Source: an optimization exercise on an open RTL-to-GDS flow (aim: small area). Production flows keep margins and buffers that such runs may drop. In this exercise RTL edits were held to simulation tests only and were not proved equivalent to the original.

<file path="flow/design.v">
module AudioADC(
input AUD_BCLK,
input rst,
input AUD_ADCLRCK,
input AUD_ADCDAT,
output reg [15:0] dataL,
output reg [15:0] dataR
);
localparam START = 2'd0, WAIT = 2'd1, BITS = 2'd2, DONE = 2'd3;
reg [1:0] s;
reg [4:0] count;
reg [31:0] shift;
reg doneD;
always @(posedge AUD_BCLK or negedge rst)
begin
	if (rst == 0)
		begin
			s <= START;
			count <= 5'd31;
		end
	else
		case (s)
			START: s <= WAIT;
			WAIT:  if (AUD_ADCLRCK) s <= BITS;
			BITS:
				begin
					count <= count - 5'd1;  
					if (count == 5'd0) s <= DONE;
				end
			DONE:  s <= WAIT;
		endcase
end
always @(posedge AUD_BCLK)
begin
	shift <= {shift[30:0], AUD_ADCDAT};
	doneD <= (s == DONE);
	if (s == DONE)
		dataL <= shift[31:16];
	if (doneD)
		dataR <= shift[16:1];
end
endmodule
module AudioDAC(
input AUD_BCLK,
input rst,
input AUD_DACLRCK,
input [15:0] half,
output load,
output reg loadLo,
output AUD_DACDAT
);
localparam START = 2'd0, WAIT = 2'd1, BITS = 2'd2, DONE = 2'd3;
reg [1:0] s;
reg [4:0] count;
reg [31:0] sr;
reg msb;
assign load = (s == WAIT) & AUD_DACLRCK;
always @(posedge AUD_BCLK or negedge rst)
begin
	if (rst == 0)
		begin
			s <= START;
			count <= 5'd31;
		end
	else
		case (s)
			START: s <= WAIT;
			WAIT:  if (AUD_DACLRCK) s <= BITS;
			BITS:
				begin
					count <= count - 5'd1;  
					if (count == 5'd0) s <= DONE;
				end
			DONE:  s <= WAIT;
		endcase
end
always @(posedge AUD_BCLK)
begin
	loadLo <= load;
	if (load)
		msb <= half[15];
	if (load)
		sr <= {half, sr[14:0], sr[31]};
	else if (loadLo)
		sr <= {sr[30:16], half, sr[31]};
	else
		sr <= {sr[30:0], sr[31]};
end
assign AUD_DACDAT = (s == BITS) ? sr[31] : msb;
endmodule
module FxCore(
input [143:0] x,
input [15:0] dflt,
input lpf,
input hpf,
input comb,
input mavg,
output [15:0] y
);
wire [15:0] u0 = {~x[15], x[14:0]};
wire [15:0] u1 = {~x[31], x[30:16]};
wire [15:0] u2 = {~x[47], x[46:32]};
wire [15:0] u3 = {~x[63], x[62:48]};
wire [15:0] u4 = {~x[79], x[78:64]};
wire [15:0] u5 = {~x[95], x[94:80]};
wire [15:0] u6 = {~x[111], x[110:96]};
wire [15:0] u7 = {~x[127], x[126:112]};
wire [15:0] u8 = {~x[143], x[142:128]};
wire ncomb = ~comb;
wire hs1;
wire hc2;
wire fs3;
wire fc4;
wire fs5;
wire fc6;
wire fs7;
wire fc8;
wire fs9;
wire fc10;
wire fs11;
wire fc12;
wire fs13;
wire fc14;
wire fs15;
wire fc16;
wire fs17;
wire fc18;
wire fs19;
wire fc20;
wire fs21;
wire fc22;
wire fs23;
wire fc24;
wire fs25;
wire fc26;
wire fs27;
wire fc28;
wire fs29;
wire fc30;
wire fs31;
wire fc32;
wire hs33;
wire hc34;
wire fs35;
wire fc36;
wire fs37;
wire fc38;
wire fs39;
wire fc40;
wire fs41;
wire fc42;
wire fs43;
wire fc44;
wire fs45;
wire fc46;
wire fs47;
wire fc48;
wire fs49;
wire fc50;
wire fs51;
wire fc52;
wire fs53;
wire fc54;
wire fs55;
wire fc56;
wire fs57;
wire fc58;
wire fs59;
wire fc60;
wire fs61;
wire fc62;
wire fs63;
wire fc64;
wire hs65;
wire hc66;
wire fs67;
wire fc68;
wire fs69;
wire fc70;
wire fs71;
wire fc72;
wire fs73;
wire fc74;
wire fs75;
wire fc76;
wire fs77;
wire fc78;
wire fs79;
wire fc80;
wire fs81;
wire fc82;
wire fs83;
wire fc84;
wire fs85;
wire fc86;
wire fs87;
wire fc88;
wire fs89;
wire fc90;
wire fs91;
wire fc92;
wire fs93;
wire fc94;
wire fs95;
wire fc96;
wire hs97;
wire hc98;
wire fs99;
wire fc100;
wire fs101;
wire fc102;
wire fs103;
wire fc104;
wire fs105;
wire fc106;
wire fs107;
wire fc108;
wire fs109;
wire fc110;
wire fs111;
wire fc112;
wire fs113;
wire fc114;
wire fs115;
wire fc116;
wire fs117;
wire fc118;
wire fs119;
wire fc120;
wire fs121;
wire fc122;
wire fs123;
wire fc124;
wire fs125;
wire fc126;
wire fs127;
wire fc128;
wire [17:0] oa;
wire [17:0] ob;
wire [17:0] ea;
wire [17:0] eb;
wire fs129;
wire fc130;
wire fs131;
wire fc132;
wire hs133;
wire hc134;
wire fs135;
wire fc136;
wire hs137;
wire hc138;
wire fs139;
wire fc140;
wire hs141;
wire hc142;
wire fs143;
wire fc144;
wire hs145;
wire hc146;
wire fs147;
wire fc148;
wire hs149;
wire hc150;
wire fs151;
wire fc152;
wire hs153;
wire hc154;
wire fs155;
wire fc156;
wire hs157;
wire hc158;
wire fs159;
wire fc160;
wire hs161;
wire hc162;
wire fs163;
wire fc164;
wire hs165;
wire hc166;
wire fs167;
wire fc168;
wire hs169;
wire hc170;
wire fs171;
wire fc172;
wire hs173;
wire hc174;
wire fs175;
wire fc176;
wire hs177;
wire hc178;
wire fs179;
wire fc180;
wire hs181;
wire hc182;
wire fs183;
wire fc184;
wire hs185;
wire hc186;
wire fs187;
wire fc188;
wire fs189;
wire fc190;
wire fs191;
wire fc192;
wire hs193;
wire hc194;
wire fs195;
wire fc196;
wire hs197;
wire hc198;
wire hs199;
wire hc200;
wire fs201;
wire fc202;
wire fs203;
wire fc204;
wire fs205;
wire fc206;
wire fs207;
wire fc208;
wire fs209;
wire fc210;
wire fs211;
wire fc212;
wire fs213;
wire fc214;
wire fs215;
wire fc216;
wire fs217;
wire fc218;
wire fs219;
wire fc220;
wire fs221;
wire fc222;
wire fs223;
wire fc224;
wire fs225;
wire fc226;
wire fs227;
wire fc228;
wire fs229;
wire fc230;
wire fs231;
wire fc232;
wire fs233;
wire fc234;
wire hs235;
wire hc236;
wire fs237;
wire fc238;
wire fs239;
wire fc240;
wire fs241;
wire fc242;
wire fs243;
wire fc244;
wire fs245;
wire fc246;
wire fs247;
wire fc248;
wire fs249;
wire fc250;
wire fs251;
wire fc252;
wire fs253;
wire fc254;
wire fs255;
wire fc256;
wire fs257;
wire fc258;
wire fs259;
wire fc260;
wire fs261;
wire fc262;
wire fs263;
wire fc264;
wire fs265;
wire fc266;
wire fs267;
wire fc268;
wire fs269;
wire fc270;
wire fs271;
wire fc272;
wire [19:0] sa;
wire [19:0] sb;
wire [15:0] p = comb ? u0 : (lpf | hpf | mavg) ? u4 : {~dflt[15], dflt[14:0]};
wire [17:0] qa = {18{lpf | mavg}} & oa;
wire [17:0] qb = {18{lpf | mavg}} & ob;
wire [17:0] ra = {{2{mavg}} & ea[17:16], ({16{mavg}} & ea[15:0]) | ({16{hpf}} & ~ea[15:0]) | ({16{comb}} & ~u8)};
wire [17:0] rb = {{2{mavg}} & eb[17:16], ({16{mavg}} & eb[15:0]) | ({16{hpf}} & ~eb[15:0])};
assign hs1 = u1[0] ^ u3[0];
assign hc2 = u1[0] & u3[0];
assign fs3 = u1[1] ^ u3[1] ^ u5[1];
assign fc4 = (u1[1] & u3[1]) | (u5[1] & (u1[1] ^ u3[1]));
assign fs5 = u1[2] ^ u3[2] ^ u5[2];
assign fc6 = (u1[2] & u3[2]) | (u5[2] & (u1[2] ^ u3[2]));
assign fs7 = u1[3] ^ u3[3] ^ u5[3];
assign fc8 = (u1[3] & u3[3]) | (u5[3] & (u1[3] ^ u3[3]));
assign fs9 = u1[4] ^ u3[4] ^ u5[4];
assign fc10 = (u1[4] & u3[4]) | (u5[4] & (u1[4] ^ u3[4]));
assign fs11 = u1[5] ^ u3[5] ^ u5[5];
assign fc12 = (u1[5] & u3[5]) | (u5[5] & (u1[5] ^ u3[5]));
assign fs13 = u1[6] ^ u3[6] ^ u5[6];
assign fc14 = (u1[6] & u3[6]) | (u5[6] & (u1[6] ^ u3[6]));
assign fs15 = u1[7] ^ u3[7] ^ u5[7];
assign fc16 = (u1[7] & u3[7]) | (u5[7] & (u1[7] ^ u3[7]));
assign fs17 = u1[8] ^ u3[8] ^ u5[8];
assign fc18 = (u1[8] & u3[8]) | (u5[8] & (u1[8] ^ u3[8]));
assign fs19 = u1[9] ^ u3[9] ^ u5[9];
assign fc20 = (u1[9] & u3[9]) | (u5[9] & (u1[9] ^ u3[9]));
assign fs21 = u1[10] ^ u3[10] ^ u5[10];
assign fc22 = (u1[10] & u3[10]) | (u5[10] & (u1[10] ^ u3[10]));
assign fs23 = u1[11] ^ u3[11] ^ u5[11];
assign fc24 = (u1[11] & u3[11]) | (u5[11] & (u1[11] ^ u3[11]));
assign fs25 = u1[12] ^ u3[12] ^ u5[12];
assign fc26 = (u1[12] & u3[12]) | (u5[12] & (u1[12] ^ u3[12]));
assign fs27 = u1[13] ^ u3[13] ^ u5[13];
assign fc28 = (u1[13] & u3[13]) | (u5[13] & (u1[13] ^ u3[13]));
assign fs29 = u1[14] ^ u3[14] ^ u5[14];
assign fc30 = (u1[14] & u3[14]) | (u5[14] & (u1[14] ^ u3[14]));
assign fs31 = u1[15] ^ u3[15] ^ u5[15];
assign fc32 = (u1[15] & u3[15]) | (u5[15] & (u1[15] ^ u3[15]));
assign hs33 = hs1 ^ u5[0];
assign hc34 = hs1 & u5[0];
assign fs35 = fs3 ^ u7[1] ^ hc2;
assign fc36 = (fs3 & u7[1]) | (hc2 & (fs3 ^ u7[1]));
assign fs37 = fs5 ^ u7[2] ^ fc4;
assign fc38 = (fs5 & u7[2]) | (fc4 & (fs5 ^ u7[2]));
assign fs39 = fs7 ^ u7[3] ^ fc6;
assign fc40 = (fs7 & u7[3]) | (fc6 & (fs7 ^ u7[3]));
assign fs41 = fs9 ^ u7[4] ^ fc8;
assign fc42 = (fs9 & u7[4]) | (fc8 & (fs9 ^ u7[4]));
assign fs43 = fs11 ^ u7[5] ^ fc10;
assign fc44 = (fs11 & u7[5]) | (fc10 & (fs11 ^ u7[5]));
assign fs45 = fs13 ^ u7[6] ^ fc12;
assign fc46 = (fs13 & u7[6]) | (fc12 & (fs13 ^ u7[6]));
assign fs47 = fs15 ^ u7[7] ^ fc14;
assign fc48 = (fs15 & u7[7]) | (fc14 & (fs15 ^ u7[7]));
assign fs49 = fs17 ^ u7[8] ^ fc16;
assign fc50 = (fs17 & u7[8]) | (fc16 & (fs17 ^ u7[8]));
assign fs51 = fs19 ^ u7[9] ^ fc18;
assign fc52 = (fs19 & u7[9]) | (fc18 & (fs19 ^ u7[9]));
assign fs53 = fs21 ^ u7[10] ^ fc20;
assign fc54 = (fs21 & u7[10]) | (fc20 & (fs21 ^ u7[10]));
assign fs55 = fs23 ^ u7[11] ^ fc22;
assign fc56 = (fs23 & u7[11]) | (fc22 & (fs23 ^ u7[11]));
assign fs57 = fs25 ^ u7[12] ^ fc24;
assign fc58 = (fs25 & u7[12]) | (fc24 & (fs25 ^ u7[12]));
assign fs59 = fs27 ^ u7[13] ^ fc26;
assign fc60 = (fs27 & u7[13]) | (fc26 & (fs27 ^ u7[13]));
assign fs61 = fs29 ^ u7[14] ^ fc28;
assign fc62 = (fs29 & u7[14]) | (fc28 & (fs29 ^ u7[14]));
assign fs63 = fs31 ^ u7[15] ^ fc30;
assign fc64 = (fs31 & u7[15]) | (fc30 & (fs31 ^ u7[15]));
assign hs65 = u0[0] ^ u2[0];
assign hc66 = u0[0] & u2[0];
assign fs67 = u0[1] ^ u2[1] ^ u6[1];
assign fc68 = (u0[1] & u2[1]) | (u6[1] & (u0[1] ^ u2[1]));
assign fs69 = u0[2] ^ u2[2] ^ u6[2];
assign fc70 = (u0[2] & u2[2]) | (u6[2] & (u0[2] ^ u2[2]));
assign fs71 = u0[3] ^ u2[3] ^ u6[3];
assign fc72 = (u0[3] & u2[3]) | (u6[3] & (u0[3] ^ u2[3]));
assign fs73 = u0[4] ^ u2[4] ^ u6[4];
assign fc74 = (u0[4] & u2[4]) | (u6[4] & (u0[4] ^ u2[4]));
assign fs75 = u0[5] ^ u2[5] ^ u6[5];
assign fc76 = (u0[5] & u2[5]) | (u6[5] & (u0[5] ^ u2[5]));
assign fs77 = u0[6] ^ u2[6] ^ u6[6];
assign fc78 = (u0[6] & u2[6]) | (u6[6] & (u0[6] ^ u2[6]));
assign fs79 = u0[7] ^ u2[7] ^ u6[7];
assign fc80 = (u0[7] & u2[7]) | (u6[7] & (u0[7] ^ u2[7]));
assign fs81 = u0[8] ^ u2[8] ^ u6[8];
assign fc82 = (u0[8] & u2[8]) | (u6[8] & (u0[8] ^ u2[8]));
assign fs83 = u0[9] ^ u2[9] ^ u6[9];
assign fc84 = (u0[9] & u2[9]) | (u6[9] & (u0[9] ^ u2[9]));
assign fs85 = u0[10] ^ u2[10] ^ u6[10];
assign fc86 = (u0[10] & u2[10]) | (u6[10] & (u0[10] ^ u2[10]));
assign fs87 = u0[11] ^ u2[11] ^ u6[11];
assign fc88 = (u0[11] & u2[11]) | (u6[11] & (u0[11] ^ u2[11]));
assign fs89 = u0[12] ^ u2[12] ^ u6[12];
assign fc90 = (u0[12] & u2[12]) | (u6[12] & (u0[12] ^ u2[12]));
assign fs91 = u0[13] ^ u2[13] ^ u6[13];
assign fc92 = (u0[13] & u2[13]) | (u6[13] & (u0[13] ^ u2[13]));
assign fs93 = u0[14] ^ u2[14] ^ u6[14];
assign fc94 = (u0[14] & u2[14]) | (u6[14] & (u0[14] ^ u2[14]));
assign fs95 = u0[15] ^ u2[15] ^ u6[15];
assign fc96 = (u0[15] & u2[15]) | (u6[15] & (u0[15] ^ u2[15]));
assign hs97 = hs65 ^ u6[0];
assign hc98 = hs65 & u6[0];
assign fs99 = fs67 ^ u8[1] ^ hc66;
assign fc100 = (fs67 & u8[1]) | (hc66 & (fs67 ^ u8[1]));
assign fs101 = fs69 ^ u8[2] ^ fc68;
assign fc102 = (fs69 & u8[2]) | (fc68 & (fs69 ^ u8[2]));
assign fs103 = fs71 ^ u8[3] ^ fc70;
assign fc104 = (fs71 & u8[3]) | (fc70 & (fs71 ^ u8[3]));
assign fs105 = fs73 ^ u8[4] ^ fc72;
assign fc106 = (fs73 & u8[4]) | (fc72 & (fs73 ^ u8[4]));
assign fs107 = fs75 ^ u8[5] ^ fc74;
assign fc108 = (fs75 & u8[5]) | (fc74 & (fs75 ^ u8[5]));
assign fs109 = fs77 ^ u8[6] ^ fc76;
assign fc110 = (fs77 & u8[6]) | (fc76 & (fs77 ^ u8[6]));
assign fs111 = fs79 ^ u8[7] ^ fc78;
assign fc112 = (fs79 & u8[7]) | (fc78 & (fs79 ^ u8[7]));
assign fs113 = fs81 ^ u8[8] ^ fc80;
assign fc114 = (fs81 & u8[8]) | (fc80 & (fs81 ^ u8[8]));
assign fs115 = fs83 ^ u8[9] ^ fc82;
assign fc116 = (fs83 & u8[9]) | (fc82 & (fs83 ^ u8[9]));
assign fs117 = fs85 ^ u8[10] ^ fc84;
assign fc118 = (fs85 & u8[10]) | (fc84 & (fs85 ^ u8[10]));
assign fs119 = fs87 ^ u8[11] ^ fc86;
assign fc120 = (fs87 & u8[11]) | (fc86 & (fs87 ^ u8[11]));
assign fs121 = fs89 ^ u8[12] ^ fc88;
assign fc122 = (fs89 & u8[12]) | (fc88 & (fs89 ^ u8[12]));
assign fs123 = fs91 ^ u8[13] ^ fc90;
assign fc124 = (fs91 & u8[13]) | (fc90 & (fs91 ^ u8[13]));
assign fs125 = fs93 ^ u8[14] ^ fc92;
assign fc126 = (fs93 & u8[14]) | (fc92 & (fs93 ^ u8[14]));
assign fs127 = fs95 ^ u8[15] ^ fc94;
assign fc128 = (fs95 & u8[15]) | (fc94 & (fs95 ^ u8[15]));
assign oa = {1'b0, fc32, fs63, fs61, fs59, fs57, fs55, fs53, fs51, fs49, fs47, fs45, fs43, fs41, fs39, fs37, fs35, hs33};
assign ob = {1'b0, fc64, fc62, fc60, fc58, fc56, fc54, fc52, fc50, fc48, fc46, fc44, fc42, fc40, fc38, fc36, hc34, u7[0]};
assign ea = {1'b0, fc96, fs127, fs125, fs123, fs121, fs119, fs117, fs115, fs113, fs111, fs109, fs107, fs105, fs103, fs101, fs99, hs97};
assign eb = {1'b0, fc128, fc126, fc124, fc122, fc120, fc118, fc116, fc114, fc112, fc110, fc108, fc106, fc104, fc102, fc100, hc98, u8[0]};
assign fs129 = p[0] ^ qa[0] ^ qb[0];
assign fc130 = (p[0] & qa[0]) | (qb[0] & (p[0] ^ qa[0]));
assign fs131 = p[1] ^ qa[1] ^ qb[1];
assign fc132 = (p[1] & qa[1]) | (qb[1] & (p[1] ^ qa[1]));
assign hs133 = ra[1] ^ rb[1];
assign hc134 = ra[1] & rb[1];
assign fs135 = p[2] ^ qa[2] ^ qb[2];
assign fc136 = (p[2] & qa[2]) | (qb[2] & (p[2] ^ qa[2]));
assign hs137 = ra[2] ^ rb[2];
assign hc138 = ra[2] & rb[2];
assign fs139 = p[3] ^ qa[3] ^ qb[3];
assign fc140 = (p[3] & qa[3]) | (qb[3] & (p[3] ^ qa[3]));
assign hs141 = ra[3] ^ rb[3];
assign hc142 = ra[3] & rb[3];
assign fs143 = p[4] ^ qa[4] ^ qb[4];
assign fc144 = (p[4] & qa[4]) | (qb[4] & (p[4] ^ qa[4]));
assign hs145 = ra[4] ^ rb[4];
assign hc146 = ra[4] & rb[4];
assign fs147 = p[5] ^ qa[5] ^ qb[5];
assign fc148 = (p[5] & qa[5]) | (qb[5] & (p[5] ^ qa[5]));
assign hs149 = ra[5] ^ rb[5];
assign hc150 = ra[5] & rb[5];
assign fs151 = p[6] ^ qa[6] ^ qb[6];
assign fc152 = (p[6] & qa[6]) | (qb[6] & (p[6] ^ qa[6]));
assign hs153 = ra[6] ^ rb[6];
assign hc154 = ra[6] & rb[6];
assign fs155 = p[7] ^ qa[7] ^ qb[7];
assign fc156 = (p[7] & qa[7]) | (qb[7] & (p[7] ^ qa[7]));
assign hs157 = ra[7] ^ rb[7];
assign hc158 = ra[7] & rb[7];
assign fs159 = p[8] ^ qa[8] ^ qb[8];
assign fc160 = (p[8] & qa[8]) | (qb[8] & (p[8] ^ qa[8]));
assign hs161 = ra[8] ^ rb[8];
assign hc162 = ra[8] & rb[8];
assign fs163 = p[9] ^ qa[9] ^ qb[9];
assign fc164 = (p[9] & qa[9]) | (qb[9] & (p[9] ^ qa[9]));
assign hs165 = ra[9] ^ rb[9];
assign hc166 = ra[9] & rb[9];
assign fs167 = p[10] ^ qa[10] ^ qb[10];
assign fc168 = (p[10] & qa[10]) | (qb[10] & (p[10] ^ qa[10]));
assign hs169 = ra[10] ^ rb[10];
assign hc170 = ra[10] & rb[10];
assign fs171 = p[11] ^ qa[11] ^ qb[11];
assign fc172 = (p[11] & qa[11]) | (qb[11] & (p[11] ^ qa[11]));
assign hs173 = ra[11] ^ rb[11];
assign hc174 = ra[11] & rb[11];
assign fs175 = p[12] ^ qa[12] ^ qb[12];
assign fc176 = (p[12] & qa[12]) | (qb[12] & (p[12] ^ qa[12]));
assign hs177 = ra[12] ^ rb[12];
assign hc178 = ra[12] & rb[12];
assign fs179 = p[13] ^ qa[13] ^ qb[13];
assign fc180 = (p[13] & qa[13]) | (qb[13] & (p[13] ^ qa[13]));
assign hs181 = ra[13] ^ rb[13];
assign hc182 = ra[13] & rb[13];
assign fs183 = p[14] ^ qa[14] ^ qb[14];
assign fc184 = (p[14] & qa[14]) | (qb[14] & (p[14] ^ qa[14]));
assign hs185 = ra[14] ^ rb[14];
assign hc186 = ra[14] & rb[14];
assign fs187 = p[15] ^ qa[15] ^ qb[15];
assign fc188 = (p[15] & qa[15]) | (qb[15] & (p[15] ^ qa[15]));
assign fs189 = ra[15] ^ rb[15] ^ ncomb;
assign fc190 = (ra[15] & rb[15]) | (ncomb & (ra[15] ^ rb[15]));
assign fs191 = qa[16] ^ qb[16] ^ ra[16];
assign fc192 = (qa[16] & qb[16]) | (ra[16] & (qa[16] ^ qb[16]));
assign hs193 = rb[16] ^ 1'b1;
assign hc194 = rb[16] & 1'b1;
assign fs195 = qa[17] ^ qb[17] ^ ra[17];
assign fc196 = (qa[17] & qb[17]) | (ra[17] & (qa[17] ^ qb[17]));
assign hs197 = rb[17] ^ 1'b1;
assign hc198 = rb[17] & 1'b1;
assign hs199 = fs129 ^ ra[0];
assign hc200 = fs129 & ra[0];
assign fs201 = fs131 ^ hs133 ^ hpf;
assign fc202 = (fs131 & hs133) | (hpf & (fs131 ^ hs133));
assign fs203 = fs135 ^ hs137 ^ fc132;
assign fc204 = (fs135 & hs137) | (fc132 & (fs135 ^ hs137));
assign fs205 = fs139 ^ hs141 ^ fc136;
assign fc206 = (fs139 & hs141) | (fc136 & (fs139 ^ hs141));
assign fs207 = fs143 ^ hs145 ^ fc140;
assign fc208 = (fs143 & hs145) | (fc140 & (fs143 ^ hs145));
assign fs209 = fs147 ^ hs149 ^ fc144;
assign fc210 = (fs147 & hs149) | (fc144 & (fs147 ^ hs149));
assign fs211 = fs151 ^ hs153 ^ fc148;
assign fc212 = (fs151 & hs153) | (fc148 & (fs151 ^ hs153));
assign fs213 = fs155 ^ hs157 ^ fc152;
assign fc214 = (fs155 & hs157) | (fc152 & (fs155 ^ hs157));
assign fs215 = fs159 ^ hs161 ^ fc156;
assign fc216 = (fs159 & hs161) | (fc156 & (fs159 ^ hs161));
assign fs217 = fs163 ^ hs165 ^ fc160;
assign fc218 = (fs163 & hs165) | (fc160 & (fs163 ^ hs165));
assign fs219 = fs167 ^ hs169 ^ fc164;
assign fc220 = (fs167 & hs169) | (fc164 & (fs167 ^ hs169));
assign fs221 = fs171 ^ hs173 ^ fc168;
assign fc222 = (fs171 & hs173) | (fc168 & (fs171 ^ hs173));
assign fs223 = fs175 ^ hs177 ^ fc172;
assign fc224 = (fs175 & hs177) | (fc172 & (fs175 ^ hs177));
assign fs225 = fs179 ^ hs181 ^ fc176;
assign fc226 = (fs179 & hs181) | (fc176 & (fs179 ^ hs181));
assign fs227 = fs183 ^ hs185 ^ fc180;
assign fc228 = (fs183 & hs185) | (fc180 & (fs183 ^ hs185));
assign fs229 = fs187 ^ fs189 ^ fc184;
assign fc230 = (fs187 & fs189) | (fc184 & (fs187 ^ fs189));
assign fs231 = fs191 ^ hs193 ^ fc188;
assign fc232 = (fs191 & hs193) | (fc188 & (fs191 ^ hs193));
assign fs233 = fs195 ^ hs197 ^ fc192;
assign fc234 = (fs195 & hs197) | (fc192 & (fs195 ^ hs197));
assign hs235 = hs199 ^ rb[0];
assign hc236 = hs199 & rb[0];
assign fs237 = fs201 ^ fc130 ^ hc200;
assign fc238 = (fs201 & fc130) | (hc200 & (fs201 ^ fc130));
assign fs239 = fs203 ^ hc134 ^ fc202;
assign fc240 = (fs203 & hc134) | (fc202 & (fs203 ^ hc134));
assign fs241 = fs205 ^ hc138 ^ fc204;
assign fc242 = (fs205 & hc138) | (fc204 & (fs205 ^ hc138));
assign fs243 = fs207 ^ hc142 ^ fc206;
assign fc244 = (fs207 & hc142) | (fc206 & (fs207 ^ hc142));
assign fs245 = fs209 ^ hc146 ^ fc208;
assign fc246 = (fs209 & hc146) | (fc208 & (fs209 ^ hc146));
assign fs247 = fs211 ^ hc150 ^ fc210;
assign fc248 = (fs211 & hc150) | (fc210 & (fs211 ^ hc150));
assign fs249 = fs213 ^ hc154 ^ fc212;
assign fc250 = (fs213 & hc154) | (fc212 & (fs213 ^ hc154));
assign fs251 = fs215 ^ hc158 ^ fc214;
assign fc252 = (fs215 & hc158) | (fc214 & (fs215 ^ hc158));
assign fs253 = fs217 ^ hc162 ^ fc216;
assign fc254 = (fs217 & hc162) | (fc216 & (fs217 ^ hc162));
assign fs255 = fs219 ^ hc166 ^ fc218;
assign fc256 = (fs219 & hc166) | (fc218 & (fs219 ^ hc166));
assign fs257 = fs221 ^ hc170 ^ fc220;
assign fc258 = (fs221 & hc170) | (fc220 & (fs221 ^ hc170));
assign fs259 = fs223 ^ hc174 ^ fc222;
assign fc260 = (fs223 & hc174) | (fc222 & (fs223 ^ hc174));
assign fs261 = fs225 ^ hc178 ^ fc224;
assign fc262 = (fs225 & hc178) | (fc224 & (fs225 ^ hc178));
assign fs263 = fs227 ^ hc182 ^ fc226;
assign fc264 = (fs227 & hc182) | (fc226 & (fs227 ^ hc182));
assign fs265 = fs229 ^ hc186 ^ fc228;
assign fc266 = (fs229 & hc186) | (fc228 & (fs229 ^ hc186));
assign fs267 = fs231 ^ fc190 ^ fc230;
assign fc268 = (fs231 & fc190) | (fc230 & (fs231 ^ fc190));
assign fs269 = fs233 ^ hc194 ^ fc232;
assign fc270 = (fs233 & hc194) | (fc232 & (fs233 ^ hc194));
assign fs271 = fc196 ^ hc198 ^ fc234;
assign fc272 = (fc196 & hc198) | (fc234 & (fc196 ^ hc198));
assign sa = {1'b1, fs271, fs269, fs267, fs265, fs263, fs261, fs259, fs257, fs255, fs253, fs251, fs249, fs247, fs245, fs243, fs241, fs239, fs237, hs235};
assign sb = {fc272, fc270, fc268, fc266, fc264, fc262, fc260, fc258, fc256, fc254, fc252, fc250, fc248, fc246, fc244, fc242, fc240, fc238, hc236, comb};
wire [20:0] cc;
wire [19:0] s0;
wire [19:0] s;
wire [20:10] ones;    
assign cc[0] = 1'b0;
assign cc[10] = 1'b0;
genvar gi;
generate for (gi = 0; gi < 20; gi = gi + 1) begin : rca
	assign s0[gi] = sa[gi] ^ sb[gi] ^ cc[gi];
	if (gi != 10 - 1)
		assign cc[gi+1] = (sa[gi] & sb[gi]) | (cc[gi] & (sa[gi] ^ sb[gi]));
end endgenerate
wire clo = (sa[10-1] & sb[10-1]) | (cc[10-1] & (sa[10-1] ^ sb[10-1]));
assign ones[10] = 1'b1;
generate for (gi = 0; gi < 20; gi = gi + 1) begin : inc
	if (gi < 10)
		assign s[gi] = s0[gi];
	else begin
		assign ones[gi+1] = ones[gi] & s0[gi];
		assign s[gi] = s0[gi] ^ (clo & ones[gi]);
	end
end endgenerate
wire negfrac = s[19] & (s[2:0] != 3'd0);
wire [16:0] aones;   
wire [15:0] avg;
assign aones[0] = 1'b1;
genvar ai;
generate for (ai = 0; ai < 16; ai = ai + 1) begin : div
	assign aones[ai+1] = aones[ai] & s[ai+3];
	assign avg[ai] = s[ai+3] ^ (negfrac & aones[ai]);
end endgenerate
assign y = mavg ? avg : s[15:0];
endmodule
module AudioEffects(
input AUD_BCLK,
input rst,
input sw1,
input sw2,
input sw3,
input sw4,
input sw5,
input AUD_ADCDAT,
input AUD_ADCLRCK,
input AUD_DACLRCK,
output AUD_DACDAT
);
wire [15:0] adcL, adcR;
wire dacLoad;
wire phase;         
wire dacBit;
AudioADC myADC(
.AUD_BCLK(AUD_BCLK),
.rst(rst),
.AUD_ADCLRCK(AUD_ADCLRCK),
.AUD_ADCDAT(AUD_ADCDAT),
.dataL(adcL),
.dataR(adcR)
);
reg [143:0] lineL;
reg [143:0] lineR;
reg shiftR;
always @(posedge AUD_BCLK)
begin
	shiftR <= AUD_DACLRCK;
	if (AUD_DACLRCK == 1)
		lineL <= {lineL[127:0], adcL};
	if (shiftR == 1)
		lineR <= {lineR[127:0], adcR};
end
reg [3:0] selD;
always @(posedge AUD_BCLK)
	selD <= {sw5, sw4, sw3, sw2};
wire [3:0] sel = phase ? selD : {sw5, sw4, sw3, sw2};
wire [143:0] x = phase ? lineR : lineL;
wire [15:0] dflt = phase ? adcR : adcL;
wire [15:0] half;
FxCore core(.x(x), .dflt(dflt),
	.lpf(sel == 4'b1000), .hpf(sel == 4'b0100), .comb(sel == 4'b0010), .mavg(sel == 4'b0001),
	.y(half));
AudioDAC myDAC(
.AUD_BCLK(AUD_BCLK),
.rst(rst),
.AUD_DACLRCK(AUD_DACLRCK),
.half(half),
.load(dacLoad),
.loadLo(phase),
.AUD_DACDAT(dacBit)
);
assign AUD_DACDAT = sw1 & dacBit;
endmodule
</file>
<file path="flow/run.sh">
#!/bin/bash
# synth_recipe.tcl (not shown) runs the flow's synth.tcl, then flattens the netlist and writes it again
# the make line also repeats each setting of config.mk as NAME=value (left out here)
make -C /OpenROAD-flow-scripts/flow DESIGN_CONFIG=/design/flow/config.mk WORK_HOME=/design/flow/orfs CLKGATE_MAP_FILE= SYNTH_SCRIPT=/design/flow/synth_recipe.tcl finish
</file>
<file path="flow/config.mk">
export PLATFORM = sky130hd
export DESIGN_NAME = AudioEffects
export DESIGN_NICKNAME = AudioEffects
export VERILOG_FILES = /design/flow/design.v
export SDC_FILE = /design/flow/constraint.sdc
export NUM_CORES = 4
export LEC_CHECK = 0
export CAP_MARGIN = 20
export CORE_MARGIN = 2
export CORE_UTILIZATION = 40
export SLEW_MARGIN = 20
</file>
<file path="flow/constraint.sdc">
create_clock -name core_clock -period 10.0 [get_ports {AUD_BCLK}]
set_input_delay 2.0000 -clock core_clock [delete_from_list [all_inputs] [get_ports {AUD_BCLK}]]
set_output_delay 2.0000 -clock core_clock [all_outputs]
set_load 0.01 [all_outputs]
</file>
==> impl_metrics.env, run 1 <==
export IMPL_post_route_period_util_pct=96.84
export IMPL_initial_utilization_pct=40.61
export IMPL_synthCells=1223
export IMPL_yosysTopAreaCell="edfxtp_1"
export IMPL_r2r_end="myDAC.sr[16]"
export IMPL_place_hpwl_um=26400
export IMPL_synth_top_area_share_pct=50.88
export IMPL_pre_cts_ws_ns=-0.6648
export IMPL_fin_ws_ns=0.3158
export IMPL_synth_most_common_cell="edfxtp_1"
export IMPL_portBuffers=10
export IMPL_hold_depth=0
export IMPL_cts_sinks=406
export IMPL_synthesis_nets=1394
export IMPL_async_flop_share_pct=3.448
export IMPL_dp_cells=1865
export IMPL_crit_fanout=4
export IMPL_finClkSkew_ns=0.01674
export IMPL_cts_buffers=43
export IMPL_cts_tree="done"
export IMPL_fp_row_count=79
export IMPL_critPathLaunch="sw2"
export IMPL_avgSynthCellArea_um2=15.49
export IMPL_tightest_slew_ns=0.9691
export IMPL_hold_class="reg -> reg"
export IMPL_grt_antenna_before_repair=0
export IMPL_holdPathEnd="myADC.shift[1]"
export IMPL_critPathCaptureType="flip-flop"
export IMPL_critical_path_class="in -> reg"
export IMPL_setup_viol=0
export IMPL_slew_headroom_pct=35.30
export IMPL_r2r_start="myDAC.loadLo"
export IMPL_drtPass1Iterations=5
export IMPL_placed_cell_area_mm2=0.02016
export IMPL_post_route_util_pct=46.34
export IMPL_outcome="no timing/DRC/antenna violations"
export IMPL_drc_errors=0
export IMPL_yosysWarnings=3
export IMPL_cp_start_kind="primary input"
export IMPL_fin_setup_tns_ns=0
export IMPL_core_area_mm2=0.04665
export IMPL_crit_required_ns=10.46
export IMPL_hold_start="myADC.shift[0]"
export IMPL_fin_area_mm2=0.02162
export IMPL_report_final_slew_viol_count=0
export IMPL_crit_arrival_ns=10.15
export IMPL_ys_seq_elements=406
export IMPL_r2r_cells=29
export IMPL_crit_slowest_cell="fa_1"
export IMPL_synth_cell_types=66
export IMPL_nFillCells=4045
export IMPL_ioPinCount=11
export IMPL_grt_remaining_overflow=0
export IMPL_slowest_delay_ns=0.50
export IMPL_num_vias=9935
export IMPL_drtIter0Drc=812
export IMPL_cts_root_buf="clkbuf_16"
export IMPL_htreeDepth=2
export IMPL_path_common_cell="fa_1"
export IMPL_timing_final_crit_period_ns=9.684
export IMPL_grt_pass1_vias=10600
export IMPL_synth_area_leaders="edfxtp_1 51%, fa_1 14%, dfxtp_1 7.5%"
export IMPL_gr_max_usage_layer="met2"
export IMPL_grtUsageMet2_pct=23.82
export IMPL_synthToLayoutAreaGrowth_pct=14.11
export IMPL_finalNonFillerCells=1944
export IMPL_grt_pass1_wl_um=60380
export IMPL_gr_usage_met3_pct=2.478
export IMPL_grt_max_degree=60
export IMPL_max_clock_path_buffers=3
export IMPL_yosysSeqAreaShare_pct=60.30
export IMPL_dieArea_mm2=0.04912
export IMPL_synth_common_cells="321 x edfxtp_1, 141 x mux2i_1, 128 x fa_1"
export IMPL_routed_wirelength_um=38180
export IMPL_holdBufCountCts=0
export IMPL_report_final_hold_viol_count=0
export IMPL_gp_congestion=0.7994
export IMPL_wl_per_cell_um=19.64
export IMPL_layout_drive_gt1_share_pct=16.38
export IMPL_grt_usage_pct=15.94
export IMPL_hold_ws_ns=0.3365
export IMPL_ys_flop_type="edfxtp_1"
export IMPL_via_per_inst=5.111
export IMPL_use_met1_pct=23.63
export IMPL_synth_edf_count=321
export IMPL_maxCapViolations=0
export IMPL_reg2reg_setup_slack_ns=0.96
export IMPL_clock_latency_ns=0.58
export IMPL_fp_dieW_um=221.6
export IMPL_fp_dieH_um=221.6
export IMPL_fin_nets=1476
export IMPL_path_clk_slew_ns=0.06
export IMPL_ant_nets=0
export IMPL_fmax_mhz=103.3
export IMPL_syn_cell_area_mm2=0.01895
export IMPL_diodes=0
## flip-flops by register name, summed over array words and instances, names as in the netlist
register and flops:
lineL 144, myDAC.s 2, myADC.s 2, myDAC.msb 1
lineR 144, myADC.dataL 16, myDAC.count 5, shiftR 1
myADC.shift 32, myADC.doneD 1, selD 4, myDAC.loadLo 1
myADC.dataR 16, myADC.count 5, myDAC.sr 32
## logic make-up (layout without fill, tap and decap cells)
group	after synthesis	after routing	synth area share, %
compound gates	129	129	4.973
fa+ha+maj	161	161	15.70
buf+inv	128	242	2.926
mux	177	177	9.708
xor+xnor	23	23	1.063
simple gates	199	199	5.330
flops	406	406	60.30
## area by class of cell
class,count,area (um2),share of cell area [%]
sequential,406,11430,52.88
multi-input combinational,689,7041,32.57
clock buffer,63,1220,5.643
tap,607,759.5,3.513
timing repair buffer,88,719.4,3.328
inverter,77,289.0,1.337
clock inverter,14,158.9,0.7350
## cells in the final DEF, fill, tap and decap left out, types with 17 or more instances in the layout
cell type / n
a21oi_1: 25
and2_1: 26
buf_4: 75
clkbuf_16: 44
dfxtp_1: 69
edfxtp_1: 321
fa_1: 125
ha_1: 33
inv_1: 75
mux2_2: 34
mux2i_1: 140
nand2_1: 56
nor2_1: 49
nor3_1: 17
o21ai_0: 26
## worst max path at each step
stage	endpoint	slack [ns]	cells past startpoint
finish	myDAC.sr[16]	0.32	30
global route	myDAC.sr[16]	-0.008	30
CTS	myDAC.sr[16]	0.05	29
detailed placement	myDAC.sr[16]	-0.66	30
global placement	myDAC.sr[16]	-0.58	31
floorplan	myDAC.sr[16]	0.22	31
## layer usage
metal | part of all wire, % | up-vias | wire, um
li1 | - | 4633 | -
met3 | 4.5 | 58 | 1736
met2 | 44 | 231 | 16900
met1 | 49 | 5013 | 18620
met4 | 2.4 | 0 | 916
met5 | 0 | - | 0
## worst max-delay path, delay by kind of cell
family	cells	cell delay, ns
muxes	1	0.21
buffers and inverters	4	0.81
and+or+nand+nor	9	1.40
adders and majority gates	13	4.95
AOI/OAI and AO/OA	3	0.74
## timing repair
action | 4_1_cts | 5_1_grt
pin swaps | 1 | 9
buffers inserted | 0 | 2
gates resized for setup | 2 | 21
endpoints found under the setup margin | 1 | 31
==> run 2, diff against run 1 <==
--- a/flow/config.mk
+++ b/flow/config.mk
@@ -8,4 +8,7 @@
 export CAP_MARGIN = 20
 export CORE_MARGIN = 2
 export CORE_UTILIZATION = 40
+export CTS_BUF_LIST = sky130_fd_sc_hd__clkbuf_8
+export CTS_CLUSTER_DIAMETER = 50
+export CTS_CLUSTER_SIZE = 20
 export SLEW_MARGIN = 20
==> run 2 against run 1 <==
  * Non-clock buffer count shrank 1
  * Area after synthesis is the same
  * Sequential share of layout area grew 1.1 points
  * Final cell count shrank 0.15%
  * Clock skew grew 0.016 ns
  * Worst hold slack gained 0.012 ns
  * First-iteration DRC count shrank 3.2%
  * Via count shrank 0.42%
==> impl_metrics.env, run 2 <==
export IMPL_synth_most_common_cell="edfxtp_1"
export IMPL_pre_cts_ws_ns=-0.6648
export IMPL_cts_buffers=41
export IMPL_outcome="no timing/DRC/antenna violations"
export IMPL_r2r_start="myDAC.loadLo"
export IMPL_ioPinCount=11
export IMPL_fp_row_count=79
export IMPL_fin_area_mm2=0.02118
export IMPL_crit_required_ns=10.52
export IMPL_reg2reg_setup_slack_ns=0.97
export IMPL_ys_flop_type="edfxtp_1"
export IMPL_multiInputGateArea_mm2=0.007023
export IMPL_layout_common_cells="321 x edfxtp_1, 140 x mux2i_1, 127 x fa_1"
export IMPL_diodes=0
export IMPL_r2r_end="myDAC.sr[16]"
export IMPL_hold_depth=0
export IMPL_synthesis_nets=1394
export IMPL_synth_common_cells="321 x edfxtp_1, 141 x mux2i_1, 128 x fa_1"
export IMPL_tightest_slew_ns=1.000
export IMPL_cp_start_kind="primary input"
export IMPL_hold_ws_ns=0.3483
export IMPL_via_per_inst=5.097
export IMPL_routed_wirelength_um=37880
export IMPL_synthToLayoutAreaGrowth_pct=11.81
export IMPL_maxCapViolations=0
export IMPL_synth_cell_types=66
export IMPL_cts_sinks=406
export IMPL_reg_top3="lineL x144, lineR x144"
export IMPL_report_final_slew_viol_count=0
export IMPL_nFillCells=4086
export IMPL_wl_per_cell_um=19.52
export IMPL_grt_usage_pct=15.77
export IMPL_grt_antenna_before_repair=0
export IMPL_rsz0062_at_grt="no"
export IMPL_fmax_mhz=103.5
export IMPL_r2r_cells=29
export IMPL_hold_start="myADC.shift[18]"
export IMPL_cts_tree="done"
export IMPL_yosysSeqAreaShare_pct=60.30
export IMPL_post_route_period_util_pct=96.59
export IMPL_fin_ws_ns=0.3412
export IMPL_fp_dieW_um=221.6
export IMPL_crit_arrival_ns=10.18
export IMPL_register_area_mm2=0.01143
export IMPL_critPathCaptureType="flip-flop"
export IMPL_fp_dieH_um=221.6
export IMPL_grt_pass1_wl_um=59910
export IMPL_critical_path_class="in -> reg"
export IMPL_synth_area_leaders="edfxtp_1 51%, fa_1 14%, dfxtp_1 7.5%"
export IMPL_core_area_mm2=0.04665
export IMPL_crit_fanout=4
export IMPL_avgSynthCellArea_um2=15.49
export IMPL_initial_utilization_pct=40.61
export IMPL_hold_class="reg -> reg"
export IMPL_holdBufCountCts=0
export IMPL_fin_setup_tns_ns=0
export IMPL_setup_viol=0
export IMPL_layout_drive_gt1_share_pct=16.79
export IMPL_yosysWarnings=3
export IMPL_htreeDepth=2
export IMPL_final_common_cell="edfxtp_1"
export IMPL_yosysTopAreaCell="edfxtp_1"
export IMPL_timing_final_crit_period_ns=9.659
export IMPL_clock_latency_ns=0.65
export IMPL_dieArea_mm2=0.04912
export IMPL_async_flop_share_pct=3.448
export IMPL_ant_nets=0
export IMPL_num_vias=9893
export IMPL_slew_headroom_pct=33.22
export IMPL_finClkSkew_ns=0.03263
export IMPL_grt_pass1_vias=10530
export IMPL_fin_nets=1473
export IMPL_drc_errors=0
export IMPL_synthCells=1223
export IMPL_synth_top_area_share_pct=50.88
export IMPL_placed_cell_area_mm2=0.02016
export IMPL_place_hpwl_um=26400
export IMPL_holdPathEnd="myADC.shift[19]"
export IMPL_gp_congestion=0.7994
export IMPL_synth_edf_count=321
export IMPL_path_clk_slew_ns=0.10
export IMPL_syn_cell_area_mm2=0.01895
export IMPL_cts_root_buf="clkbuf_8"
export IMPL_ys_seq_elements=406
export IMPL_drtPass1Iterations=7
export IMPL_slowest_delay_ns=0.50
export IMPL_grt_remaining_overflow=0
export IMPL_path_common_cell="fa_1"
export IMPL_max_clock_path_buffers=3
export IMPL_portBuffers=10
export IMPL_grt_max_degree=60
export IMPL_crit_slowest_cell="fa_1"
export IMPL_report_final_hold_viol_count=0
export IMPL_drtIter0Drc=786
-- run 2: changes by cell type in the layout (fill, tap and decap cells not counted), moves of 3 or more --
cell | previous run | this run
clkinvlp_4 | 0 | 3
inv_8 | 0 | 4
clkbuf_1 | 13 | 0
clkinv_8 | 0 | 9
clkbuf_16 | 44 | 0
buf_4 | 75 | 72
inv_1 | 75 | 78
inv_6 | 2 | 6
clkbuf_8 | 4 | 42
clkinv_2 | 5 | 1
-- run 2: cell families (layout without fill, tap and decap cells) --
kind of cell    count (synthesis)  after routing  synth area share [%]
mux                           177            177                 9.708
compound gates                129            129                 4.973
xor+xnor                       23             23                 1.063
simple gates                  199            199                 5.330
flops                         406            406                 60.30
buf+inv                       128            239                 2.926
fa+ha+maj                     161            161                 15.70
-- run 2: timing repair --
action                     4_1_cts  5_1_grt
setup endpoints to repair        0       32
gates resized for setup          0       20
hold endpoints to repair         0        0
buffers inserted                 0        1
-- run 2: critical path: cells and delay by family --
family                   cells  cell delay [ns]
AO/OA/AOI/OAI                4             0.89
adder cells (fa/ha/maj)     13             5.04
buffers and inverters        4             0.85
multiplexers                 1             0.21
AND/OR/NAND/NOR              8             1.17
-- run 2: worst max-delay path by stage --
stage | start | end | slack, ns | cells after the start
after floorplan | sw4 | myDAC.sr[16] | 0.22 | 31
after global placement | sw4 | myDAC.sr[16] | -0.58 | 31
after detailed placement | sw4 | myDAC.sr[16] | -0.66 | 30
after CTS | sw4 | myDAC.sr[16] | 0.04 | 30
after global routing | sw2 | myDAC.sr[16] | 0.0008 | 30
final | sw2 | myDAC.sr[16] | 0.34 | 30
-- run 2: per-stage QoR --
step | cells | utilization, %
after global routing | 1941 | 45.41
after detailed placement | 1865 | 43.21
final | 1941 | 45.41
after global placement | 1865 | 43.21
after floorplan | 1223 | -
after CTS | 1940 | 45.26
-- run 2: final cells by class --
type	count	area share (%)
well taps	607	3.585
flip-flops and latches	406	53.96
repair buffers	87	3.414
multi-input cells	689	33.15
inverters	77	1.364
clock inverters	33	1.796
clock buffers	42	2.729
-- run 2: layer usage --
layer	vias up	wire (um)	GRT usage, %
met5	-	0	0
li1	4613	-	-
met2	205	16490	23.43
met3	54	1838	2.995
met4	0	891	4.686
met1	5021	18660	23.54
==> run 3, diff against run 2 <==
--- a/flow/config.mk
+++ b/flow/config.mk
@@ -8,7 +8,6 @@
 export CAP_MARGIN = 20
 export CORE_MARGIN = 2
 export CORE_UTILIZATION = 40
-export CTS_BUF_LIST = sky130_fd_sc_hd__clkbuf_8
-export CTS_CLUSTER_DIAMETER = 50
-export CTS_CLUSTER_SIZE = 20
+export CTS_BUF_LIST = sky130_fd_sc_hd__clkbuf_16
+export CTS_CLUSTER_SIZE = 30
 export SLEW_MARGIN = 20
==> run 3 against run 2 <==
  * Still clean
  * Die area stayed put
  * Clock skew fell by 0.016 ns
  * Core utilization up 0.83 points
  * Count of clock-buffer cells in the layout is 2 higher
  * Via count rose by 0.39%
  * Sequential share of layout area shrank 0.97 points
  * Final cell count grew 0.15%
  * Critical endpoint unchanged
==> impl_metrics.env, run 3 <==
export IMPL_outcome="no timing/DRC/antenna violations"
export IMPL_diodes=0
export IMPL_drc_errors=0
export IMPL_ant_nets=0
export IMPL_wl_per_cell_um=19.63
export IMPL_place_hpwl_um=26400
export IMPL_cp_start_kind="primary input"
export IMPL_grtUsageMet2_pct=23.80
export IMPL_critPathCaptureType="flip-flop"
export IMPL_synthesis_nets=1394
export IMPL_synth_edf_count=321
export IMPL_crit_slowest_cell="fa_1"
export IMPL_final_common_cell="edfxtp_1"
export IMPL_yosysTopAreaCell="edfxtp_1"
export IMPL_path_common_cell="fa_1"
export IMPL_grt_pass1_vias=10590
export IMPL_crit_required_ns=10.46
export IMPL_drtIter0Drc=788
export IMPL_tightest_slew_ns=0.9595
export IMPL_hold_class="reg -> reg"
export IMPL_fp_dieH_um=221.6
export IMPL_placed_cell_area_mm2=0.02016
export IMPL_fmax_mhz=103.4
export IMPL_ys_flop_type="edfxtp_1"
export IMPL_critical_path_class="in -> reg"
export IMPL_initial_utilization_pct=40.61
export IMPL_synth_most_common_cell="edfxtp_1"
export IMPL_core_area_mm2=0.04665
export IMPL_grt_pass1_wl_um=60330
export IMPL_path_buf_inv=4
export IMPL_report_final_hold_viol_count=0
export IMPL_grt_antenna_before_repair=0
export IMPL_yosysWarnings=3
export IMPL_synth_top_area_share_pct=50.88
export IMPL_portBuffers=10
export IMPL_crit_arrival_ns=10.14
export IMPL_fin_setup_tns_ns=0
export IMPL_num_vias=9932
export IMPL_maxCapViolations=0
export IMPL_finalNonFillerCells=1944
export IMPL_fin_area_mm2=0.02157
export IMPL_gr_usage_met3_pct=2.478
export IMPL_use_met1_pct=23.62
export IMPL_fp_row_count=79
export IMPL_slowest_delay_ns=0.52
export IMPL_avgSynthCellArea_um2=15.49
export IMPL_ys_seq_elements=406
export IMPL_nFillCells=4049
export IMPL_grt_usage_pct=15.93
export IMPL_post_route_util_pct=46.23
export IMPL_htreeDepth=2
export IMPL_crit_fanout=4
export IMPL_crit_family="adder cells"
export IMPL_max_clock_path_buffers=3
export IMPL_slew_headroom_pct=35.94
export IMPL_dieArea_mm2=0.04912
export IMPL_synthCells=1223
export IMPL_cts_buffers=43
export IMPL_yosysSeqAreaShare_pct=60.30
export IMPL_cts_tree="done"
export IMPL_report_final_slew_viol_count=0
export IMPL_fp_dieW_um=221.6
export IMPL_grt_remaining_overflow=0
export IMPL_cts_root_buf="clkbuf_16"
export IMPL_finClkSkew_ns=0.01696
export IMPL_fin_nets=1476
export IMPL_fin_ws_ns=0.3271
export IMPL_cts_sinks=406
export IMPL_async_flop_share_pct=3.448
export IMPL_synth_area_leaders="edfxtp_1 51%, fa_1 14%, dfxtp_1 7.5%"
export IMPL_syn_cell_area_mm2=0.01895
export IMPL_pre_cts_ws_ns=-0.6648
export IMPL_layout_drive_gt1_share_pct=15.93
export IMPL_synth_common_cells="321 x edfxtp_1, 141 x mux2i_1, 128 x fa_1"
export IMPL_path_clk_slew_ns=0.06
export IMPL_grt_max_degree=60
export IMPL_dp_cells=1865
export IMPL_reg2reg_setup_slack_ns=0.96
export IMPL_gr_max_usage_layer="met2"
export IMPL_layout_common_cells="321 x edfxtp_1, 140 x mux2i_1, 125 x fa_1"
export IMPL_timing_final_crit_period_ns=9.673
export IMPL_clock_latency_ns=0.58
export IMPL_ioPinCount=11
export IMPL_gp_congestion=0.7994
export IMPL_reg_top3="lineL x144, lineR x144"
export IMPL_post_route_period_util_pct=96.73
export IMPL_synthToLayoutAreaGrowth_pct=13.86
export IMPL_setup_viol=0
export IMPL_holdBufCountCts=0
export IMPL_via_per_inst=5.109
export IMPL_routed_wirelength_um=38170
export IMPL_synth_cell_types=66
export IMPL_drtPass1Iterations=6
-- run 3: worst paths after layout --
kind                           startpoint              to  cells after the start
setup / recovery                      sw2    myDAC.sr[16]                     29
hold / removal             myADC.shift[0]  myADC.shift[1]                      0
setup reg to reg             myDAC.loadLo    myDAC.sr[16]                     29
hold reg to reg            myADC.shift[0]  myADC.shift[1]                      0
max in group asynchronous             rst      myDAC.s[0]                      1
min in group asynchronous             rst      myADC.s[1]                      1
-- run 3: metrics by stage --
step,hold WS (ns)
floorplan,0.3096
global placement,0.3211
detailed placement,0.3259
CTS,0.3409
global route,0.3383
finish,0.3373
-- run 3: kinds of logic after synthesis --
group / share of synthesized area [%]
flip-flops: 60.30
adder cells (fa/ha/maj): 15.70
XOR/XNOR: 1.063
AND/OR/NAND/NOR: 5.330
multiplexers: 9.708
AO/OA/AOI/OAI: 4.973
buffers and inverters: 2.926
-- run 3: repair_timing --
action / in CTS / in global routing
pin swaps: 1 / 9
setup endpoints to repair: 1 / 31
setup buffers: 0 / 2
gates resized for setup: 2 / 21
-- run 3: final cells by class --
class	instances	area, um2	share of cell area (%)
clock buffer	44	1101	5.104
clock inverter	33	230.2	1.067
inverter	77	289.0	1.340
multi-input combinational	689	7041	32.64
sequential	406	11430	52.99
tap	607	759.5	3.521
timing repair buffer	88	719.4	3.335
-- run 3: per-layer routing --
metal  vias to the layer above  wire [um]
met3                        58       1786
met1                      5004      18620
met5                         -          0
li1                       4634          -
met4                         0        918
met2                       236      16840
==> run 4, diff against run 3 <==
--- a/flow/config.mk
+++ b/flow/config.mk
@@ -7,7 +7,5 @@
 export LEC_CHECK = 0
 export CAP_MARGIN = 20
 export CORE_MARGIN = 2
-export CORE_UTILIZATION = 40
-export CTS_BUF_LIST = sky130_fd_sc_hd__clkbuf_16
-export CTS_CLUSTER_SIZE = 30
+export CORE_UTILIZATION = 60
 export SLEW_MARGIN = 20
==> run 4 against run 3 <==
  * Still clean on timing, DRC and antenna
  * Global-route usage grew 8.3 points
  * First-iteration DRC count grew 0.13%
  * Cell area is essentially flat
  * Core utilization grew 23 points
  * Fmax is essentially flat
  * Final cell count shrank 9.8%
  * Critical path depth grew 3
  * Area after synthesis is the same
  * Clock skew grew 0.00051 ns
  * Sequential share of layout area is essentially flat
  * Critical path type unchanged
  * Critical endpoint unchanged
  * Largest cell class unchanged
  * Highest routed layer unchanged
==> impl_metrics.env, run 4 <==
export IMPL_reg2reg_setup_slack_ns=0.91
export IMPL_cts_root_buf="clkbuf_16"
export IMPL_fp_dieH_um=181.7
export IMPL_crit_required_ns=10.43
export IMPL_dieArea_mm2=0.03301
export IMPL_via_per_inst=5.724
export IMPL_grt_pass1_vias=10670
export IMPL_fmax_mhz=103.4
export IMPL_grt_remaining_overflow=0
export IMPL_setup_viol=0
export IMPL_ys_flop_type="edfxtp_1"
export IMPL_report_final_hold_viol_count=0
export IMPL_cts_tree="done"
export IMPL_yosysSeqAreaShare_pct=60.30
export IMPL_fin_ws_ns=0.3289
export IMPL_finClkSkew_ns=0.01747
export IMPL_yosysWarnings=3
export IMPL_routed_wirelength_um=38290
export IMPL_ioPinCount=11
export IMPL_synth_area_leaders="edfxtp_1 51%, fa_1 14%, dfxtp_1 7.5%"
export IMPL_synthesis_nets=1394
export IMPL_hold_class="reg -> reg"
export IMPL_outcome="no timing/DRC/antenna violations"
export IMPL_wl_per_cell_um=21.83
export IMPL_crit_family="adder cells"
export IMPL_synth_most_common_cell="edfxtp_1"
export IMPL_synthToLayoutAreaGrowth_pct=13.89
export IMPL_crit_slowest_cell="fa_1"
export IMPL_cts_buffers=44
export IMPL_grt_usage_pct=24.27
export IMPL_async_flop_share_pct=3.448
export IMPL_synth_cell_types=66
export IMPL_report_final_slew_viol_count=0
export IMPL_gp_congestion=0.8076
export IMPL_post_route_period_util_pct=96.71
export IMPL_slowest_delay_ns=0.54
export IMPL_layout_drive_gt1_share_pct=17.83
export IMPL_htreeDepth=2
export IMPL_grt_antenna_before_repair=1
export IMPL_synth_top_area_share_pct=50.88
export IMPL_clock_latency_ns=0.55
export IMPL_avgSynthCellArea_um2=15.49
export IMPL_hold_start="myADC.shift[0]"
export IMPL_grt_pass1_wl_um=60580
export IMPL_timing_final_crit_period_ns=9.671
export IMPL_place_hpwl_um=27020
export IMPL_path_common_cell="fa_1"
export IMPL_reg_top3="lineL x144, lineR x144"
export IMPL_drc_errors=0
export IMPL_r2r_end="myDAC.sr[19]"
export IMPL_r2r_cells=27
export IMPL_hold_depth=0
export IMPL_critPathCaptureType="flip-flop"
export IMPL_crit_arrival_ns=10.10
export IMPL_diodes=0
export IMPL_r2r_start="myDAC.loadLo"
export IMPL_slew_headroom_pct=29.08
export IMPL_grt_max_degree=57
export IMPL_ys_seq_elements=406
export IMPL_syn_cell_area_mm2=0.01895
export IMPL_core_area_mm2=0.03131
export IMPL_yosysTopAreaCell="edfxtp_1"
export IMPL_path_buf_inv=6
export IMPL_fin_nets=1487
export IMPL_portBuffers=10
export IMPL_cts_sinks=406
export IMPL_num_vias=10040
export IMPL_cp_start_kind="primary input"
export IMPL_layout_common_cells="321 x edfxtp_1, 141 x mux2i_1, 122 x fa_1"
export IMPL_critical_path_class="in -> reg"
export IMPL_ant_nets=0
export IMPL_final_common_cell="edfxtp_1"
export IMPL_fp_dieW_um=181.7
export IMPL_maxCapViolations=0
export IMPL_pre_cts_ws_ns=-0.7760
export IMPL_synthCells=1223
export IMPL_drtIter0Drc=789
export IMPL_synth_common_cells="321 x edfxtp_1, 141 x mux2i_1, 128 x fa_1"
export IMPL_initial_utilization_pct=60.51
export IMPL_path_clk_slew_ns=0.06
export IMPL_drtPass1Iterations=6
export IMPL_fp_row_count=65
export IMPL_max_clock_path_buffers=3
export IMPL_holdPathEnd="myADC.shift[1]"
export IMPL_crit_fanout=4
export IMPL_synth_edf_count=321
export IMPL_tightest_slew_ns=1.062
==> run 4: cell count changes in the layout (fill, tap and decap cells not counted), moves of 3 or more <==
cell        before  now
inv_1           90   75
clkbuf_1         0   12
buf_4           75   84
clkbuf_8         0    9
clkinv_1         6    2
clkinvlp_4       0    3
fa_1           125  122
fa_2             3    6
o21ai_0         26   23
==> run 4: worst register-to-register path: stages (launching register included) <==
cell      delay, ns
dfxtp_4        0.73
buf_12         0.38
mux2_2         0.48
fa_1           0.54
inv_1          0.05
fa_1           0.55
nor2_1         0.05
a221o_1        0.27
ha_1           0.32
fa_1           0.50
inv_1          0.06
fa_1           0.56
fa_1           0.17
inv_1          0.05
fa_1           0.38
fa_1           0.42
fa_1           0.41
fa_1           0.40
fa_1           0.41
fa_1           0.41
fa_2           0.37
and4_2         0.26
and4_4         0.18
buf_4          0.15
o211ai_1       0.38
xnor2_1        0.18
mux2i_1        0.20
o21ai_0        0.09
==> run 4: cell families after synthesis <==
| family | after synthesis | synth area share, % |
|---|---|---|
| and+or+nand+nor | 199 | 5.330 |
| xor gates and xnor gates | 23 | 1.063 |
| buffers and inverters | 128 | 2.926 |
| muxes | 177 | 9.708 |
| DFF | 406 | 60.30 |
| AOI/OAI and AO/OA | 129 | 4.973 |
| adders and majority gates | 161 | 15.70 |
==> run 4: repair_timing <==
action,in CTS,in global routing
resized for setup,5,27
hold buffers,0,0
pin swaps,5,11
setup buffers,4,3
setup endpoints to repair,32,32
==> run 4: final cells by class <==
class	instances	area, um2
fill	2186	9734
sequential	406	11430
multi-input combinational	689	7054
timing repair buffer	98	813.3
inverter	77	289.0
tap	402	503.0
clock inverter	15	166.4
clock buffer	67	1320
==> run 4: worst max path at each step <==
stage,start,cells past startpoint,end
2_1_floorplan,sw4,31,myDAC.sr[16]
3_3_place_gp,sw4,26,myDAC.sr[30]
3_5_place_dp,sw4,27,myDAC.sr[15]
4_1_cts,sw3,31,myDAC.sr[27]
5_1_grt,sw2,32,myDAC.sr[16]
6_report,sw2,32,myDAC.sr[16]
==> run 4: routing by layer <==
layer,up-vias,share of wire [%],global-route usage [%]
li1,4649,-,-
met4,0,2.3,6.374
met2,241,47,38.74
met3,68,4.4,3.349
met5,-,0,0
met1,5082,46,35.75
==> run 4: per-stage QoR <==
| step | util, % | instances | cell area [um2] | TNS [ns] | hold WS, ns |
|---|---|---|---|---|---|
| global route | 68.91 | 1754 | 21580 | -0.004865 | 0.3282 |
| floorplan | - | 1223 | 18950 | 0 | 0.3096 |
| finish | 68.91 | 1754 | 21580 | 0 | 0.3269 |
| global placement | 63.76 | 1665 | 19960 | -17.66 | 0.3171 |
| CTS | 68.62 | 1751 | 21490 | 0 | 0.3265 |
| detailed placement | 63.76 | 1665 | 19960 | -20.96 | 0.3164 |
==> run 5, diff against run 4 <==
--- a/flow/config.mk
+++ b/flow/config.mk
@@ -7,5 +7,6 @@
 export LEC_CHECK = 0
 export CAP_MARGIN = 20
 export CORE_MARGIN = 2
-export CORE_UTILIZATION = 60
+export CORE_UTILIZATION = 40
+export GPL_TIMING_DRIVEN = 0
 export SLEW_MARGIN = 20
==> run 5 against run 4 <==
  * Register-to-register slack got worse by 0.58 ns
  * Count of clock-buffer cells in the layout shrank 8
  * Sequential cell count unchanged
  * Worst hold slack got worse by 0.00055 ns
  * Global-route usage decreased by 6.9 points
  * Critical path depth decreased by 2
  * Wire length grew 9.0%
  * Fmax about the same
  * Synthesized cell count did not move
  * Area after synthesis unchanged
==> impl_metrics.env, run 5 <==
export IMPL_cts_tree="done"
export IMPL_ys_flop_type="edfxtp_1"
export IMPL_report_final_hold_viol_count=0
export IMPL_cts_buffers=46
export IMPL_path_buf_inv=8
export IMPL_grt_max_degree=95
export IMPL_grt_pass1_wl_um=64630
export IMPL_reg2reg_setup_slack_ns=0.33
export IMPL_drtPass1Iterations=6
export IMPL_post_route_period_util_pct=96.72
export IMPL_layout_drive_gt1_share_pct=15.83
export IMPL_holdBufCountCts=0
export IMPL_yosysSeqAreaShare_pct=60.30
export IMPL_critPathCaptureType="flip-flop"
export IMPL_avgSynthCellArea_um2=15.49
export IMPL_grt_antenna_before_repair=0
export IMPL_fin_setup_tns_ns=0
export IMPL_path_common_cell="fa_1"
export IMPL_crit_required_ns=10.46
export IMPL_yosysTopAreaCell="edfxtp_1"
export IMPL_critical_path_class="reg -> reg"
export IMPL_setup_viol=0
export IMPL_r2r_cells=30
export IMPL_synth_area_leaders="edfxtp_1 51%, fa_1 14%, dfxtp_1 7.5%"
export IMPL_drc_errors=0
export IMPL_async_flop_share_pct=3.448
export IMPL_cp_start_kind="flip-flop"
export IMPL_via_per_inst=5.232
export IMPL_crit_family="adder cells"
export IMPL_grt_remaining_overflow=0
export IMPL_core_area_mm2=0.04665
export IMPL_grt_usage_pct=17.40
export IMPL_num_vias=10150
export IMPL_hold_class="reg -> reg"
export IMPL_routed_wirelength_um=41720
export IMPL_path_clk_slew_ns=0.06
export IMPL_wl_per_cell_um=21.50
export IMPL_synthToLayoutAreaGrowth_pct=14.78
export IMPL_final_common_cell="edfxtp_1"
export IMPL_dieArea_mm2=0.04912
export IMPL_reg_top3="lineL x144, lineR x144"
export IMPL_ioPinCount=11
export IMPL_synth_most_common_cell="edfxtp_1"
export IMPL_finalNonFillerCells=1940
export IMPL_crit_arrival_ns=10.13
export IMPL_grt_pass1_vias=10700
export IMPL_synth_cell_types=66
export IMPL_synthCells=1223
export IMPL_fin_nets=1468
export IMPL_htreeDepth=2
export IMPL_slowest_delay_ns=0.84
export IMPL_ant_nets=0
export IMPL_outcome="no timing/DRC/antenna violations"
export IMPL_synth_edf_count=321
export IMPL_synth_top_area_share_pct=50.88
export IMPL_nFillCells=4087
export IMPL_crit_slowest_cell="buf_1"
export IMPL_fp_dieH_um=221.6
export IMPL_yosysWarnings=3
export IMPL_layout_common_cells="321 x edfxtp_1, 140 x mux2i_1, 122 x fa_1"
export IMPL_diodes=0
export IMPL_report_final_slew_viol_count=0
export IMPL_synthesis_nets=1394
export IMPL_fin_ws_ns=0.3283
export IMPL_slew_headroom_pct=28.03
-- run 5: cell counts after synthesis --
No cell type changed its count.
-- run 5: worst register-to-register path, delay by kind of cell, from the launching register on --
kind	cells	cell delay, ns
and+or+nand+nor	3	0.51
muxes	2	0.72
DFF	1	0.35
buffers and inverters	8	1.82
AOI/OAI and AO/OA	3	0.59
adders and majority gates	14	5.58
-- run 5: routing by layer --
metal	part of all wire [%]	routed length (um)	GRT usage (%)
met1	46	19050	24.33
met2	46	19060	27.00
met3	6.1	2524	4.055
met4	2.6	1085	5.514
met5	0	0	0
-- run 5: kinds of logic after synthesis --
group / synth area share, %
AO/OA/AOI/OAI: 4.973
buffers and inverters: 2.926
multiplexers: 9.708
adder cells (fa/ha/maj): 15.70
XOR/XNOR: 1.063
AND/OR/NAND/NOR: 5.330
flip-flops: 60.30
-- run 5: metrics by stage --
stage	area, um2	utilization [%]
floorplan	18950	-
global placement	19810	42.45
detailed placement	19910	42.67
CTS	21650	46.40
global route	21750	46.61
finish	21750	46.61
-- run 5: path summary, 6_finish.rpt --
path / startpoint / endpoint
max: myDAC.loadLo / myDAC.sr[6]
min: myADC.shift[0] / myADC.shift[1]
max reg2reg: myDAC.loadLo / myDAC.sr[6]
min reg2reg: myADC.shift[0] / myADC.shift[1]
max in group asynchronous: rst / myADC.s[1]
min in group asynchronous: rst / myDAC.s[0]
-- run 5: layout make-up --
| cell class | count | area [um2] | share of cell area [%] |
|---|---|---|---|
| plain buffers | 49 | 312.8 | 1.438 |
| clock buffers | 59 | 1282 | 5.898 |
| clock inverters | 25 | 267.8 | 1.231 |
| inverters | 77 | 289.0 | 1.329 |
| multi-input cells | 689 | 7081 | 32.56 |
| flip-flops and latches | 406 | 11430 | 52.55 |
| well taps | 607 | 759.5 | 3.493 |
| repair buffers | 28 | 325.3 | 1.496 |
-- run 5: timing repair --
action,CTS,global route
setup endpoints to repair,32,32
pin swaps,7,8
resized for setup,35,27
cloned,0,0
buffers inserted,10,5

port drivers added, routing unchanged:
The results above use ideal ports. As a check the final layouts listed here were re-extracted and re-timed, cells and wires unchanged. Step 1 assumes that a clkbuf_16 drives the clock port and a buf_2 every other input. Step 2, shift: input delay + t, output delay - t, t = (earliest + latest rising clock arrival at the registers) / 2. This alone moves slack from input paths to output paths. a / b / c = ideal / step 1 / step 2; a / b = the first two.
run | t, ns | slack for setup (ns) | hold slack, ns | worst setup path at the end | worst data-port slew with drivers (ns)
run 1 | 0.631 | 0.316 / 0.347 / -0.285 | 0.336 / 0.336 / 0.336 | input to register | 0.06
run 2 | 0.675 | 0.341 / 0.367 / -0.309 | 0.348 / 0.348 / 0.348 | input to register | 0.06
run 3 | 0.631 | 0.327 / 0.358 / -0.272 | 0.337 / 0.337 / 0.337 | input to register | 0.06
run 4 | 0.594 | 0.329 / 0.330 / -0.264 | 0.327 / 0.327 / 0.327 | input to register | 0.07
run 5 | 0.632 | 0.328 / 0.328 / -0.238 | 0.326 / 0.326 / 0.326 | input to register | 0.05
Met with ideal ports but missed after step 2: setup timing in every run listed. For run 2, which loses most, drivers alone change the setup slack by +0.026 ns; drivers and shift together by -0.650 ns.
